What follows belongs to an exercise in optimizing a design on an open flow for small area and a short achievable clock period; a production flow would make more cautious choices. The RTL was checked by simulation tests, not by an equivalence proof against the original design.

Design Processor, start of the top module:
module Processor(
    input wire clk,
    input wire reset,
    input wire [15:0] instruction,
    input wire [31:0] data_in,
    output reg [31:0] pc,
    output wire [9:0] addr,
    output wire [31:0] data_out
    );
function [31:0] rev32(input [31:0] x);
    integer n;
    begin
        for (n = 0; n < 32; n = n + 1) rev32[n] = x[31-n];
    end
endfunction
reg [15:0] i1;
reg [4:0]  op2;
reg [2:0]  a2;
reg [1:0]  c2;
reg [7:0]  v2;
reg        sub2;
reg [31:0] opA, opB;
reg [31:0] res3;
reg [2:0]  d3;
reg        we3, l3, n3;
reg [31:0] R [0:7];
wire isN   = (op2 == 5'd1);
wire isL   = (op2 == 5'd16);
wire isADD = (op2 == 5'd3);
wire isAND = (op2 == 5'd7);
wire isOR  = (op2 == 5'd8);
wire isXOR = (op2 == 5'd9);
wire isNAND= (op2 == 5'd10);
wire isNOR = (op2 == 5'd11);
wire isXNOR= (op2 == 5'd12);
wire isSHR = (op2 == 5'd13);
wire isSRA = (op2 == 5'd14);
wire isSHL = (op2 == 5'd15);
wire isLDC = (op2 == 5'd17);
wire isST  = (op2 == 5'd18);
wire isJA  = (op2 == 5'd19);
wire isJ0  = (op2 == 5'd20);
wire isJC1 = (op2 == 5'd21);
wire isJC2 = (op2 == 5'd22);
wire we    = (op2 >= 5'd3) && (op2 <= 5'd17);
wire [32:0] sum33 = {opA, 1'b1} + {opB ^ {32{sub2}}, sub2};
wire [31:0] sum = sum33[32:1];
wire [31:0] lg = opA & opB;
wire [31:0] lo = opA | opB;
wire [31:0] lx = opA ^ opB;
wire fill = isSRA & opA[31];
wire [31:0] s0 = v2[0] ? {fill, opA[31:1]} : opA;
wire [31:0] s1 = v2[1] ? {{2{fill}}, s0[31:2]} : s0;
wire [31:0] s2 = v2[2] ? {{4{fill}}, s1[31:4]} : s1;
wire [31:0] s3 = v2[3] ? {{8{fill}}, s2[31:8]} : s2;
wire [31:0] s4 = v2[4] ? {{16{fill}}, s3[31:16]} : s3;
wire [31:0] sh = v2[5] ? {32{fill}} : s4;
wire nr = ~reset;
wire [31:0] ex_res =
      ({32{(isADD | sub2) & nr}} & sum)
    | ({32{isAND & nr}}  & lg)
    | ({32{isOR & nr}}   & lo)
    | ({32{isXOR & nr}}  & lx)
    | ({32{isNAND & nr}} & ~lg)
    | ({32{isNOR & nr}}  & ~lo)
    | ({32{isXNOR & nr}} & ~lx)
    | ({32{(isSHR | isSRA) & nr}} & sh)
    | ({32{isSHL & nr}}  & rev32(sh))
    | ({32{isLDC & nr}}  & {opA[31:8], v2});
reg cond_ok;
always @(*) begin
    case (c2)
        2'd0: cond_ok = opA[31];
        2'd1: cond_ok = ~opA[31];
        2'd2: cond_ok = (opA == 32'd0);
        default: cond_ok = (opA != 32'd0);
    endcase
end
  ...
Size: roughly 3000 cells after synthesis.
==> flow/config.mk <==
export PLATFORM = sky130hd
export DESIGN_NAME = Processor
export DESIGN_NICKNAME = Processor
export VERILOG_FILES = /design/flow/design.v
export SDC_FILE = /design/flow/constraint.sdc
export NUM_CORES = 4
export LEC_CHECK = 0
export CAP_MARGIN = 20
export CORE_MARGIN = 2
export CORE_UTILIZATION = 40
export PLACE_DENSITY = 0.6
export SLEW_MARGIN = 20
==> flow/constraint.sdc <==
create_clock -name core_clock -period 6.5 [get_ports {clk}]
set_input_delay 1.3000 -clock core_clock [delete_from_list [all_inputs] [get_ports {clk}]]
set_output_delay 1.3000 -clock core_clock [all_outputs]
set_load 0.01 [all_outputs]
run.sh (not shown) runs the stock make flow with config.mk's settings and CLKGATE_MAP_FILE= SYNTH_SCRIPT=/design/flow/synth_recipe.tcl, a recipe that flattens the netlist after the stock synthesis.
The first run finished with timing, DRC and antenna clean.
Next try:
Settings changed: SETUP_SLACK_MARGIN set to 2.5.
After rerunning:
- The new run went through all stages and came out clean
- via count is higher by 0.43%
- count of clock-buffer cells in the layout stays the same
- cell area is higher by 0.49%
Next try:
Settings changed: ABC_CLOCK_PERIOD_IN_PS set to 3000, SETUP_SLACK_MARGIN 2.5 to unset.
Effect:
- global-route usage is lower by 0.16 points
- setup slack gets worse by 0.58 ns
- final area shrinks by 0.49%
- synthesized cell count is unchanged
- register-to-register slack got worse by 0.58 ns
- utilization goes down by 0.22 points

[port drivers added, routing unchanged]
The results above use ideal ports. As a check the final layouts listed here were re-extracted and re-timed, cells and wires unchanged. Step 1 (the two cells are an assumption about what drives the block):
set clk [get_ports {clk}]
set_driving_cell -lib_cell sky130_fd_sc_hd__clkbuf_16 $clk
set_driving_cell -lib_cell sky130_fd_sc_hd__buf_2 [delete_from_list [all_inputs] $clk]
Step 2 times the ports against the registers' clock, not the clock port: input delays grow and output delays shrink by t, the midpoint of the rising clock arrivals with the driver on. Three values: ideal, step 1, step 2; two values: the first two.
run	t (ns)	setup WS [ns]	latest minus earliest clock arrival (ns)	worst register clock-pin slew, ns	cell pins on the clock port's net
the first run	0.653	1.902 / 1.902 / 1.902	0.040 / 0.040	0.07 / 0.07	1
the second run	0.653	2.481 / 2.481 / 1.934	0.043 / 0.044	0.07 / 0.07	1
the third run	0.653	1.902 / 1.902 / 1.902	0.040 / 0.040	0.07 / 0.07	1
After both steps every run listed still meets setup and hold. For the second run, which loses most, drivers alone change the setup slack by 0.000 ns; drivers and shift together by -0.547 ns.
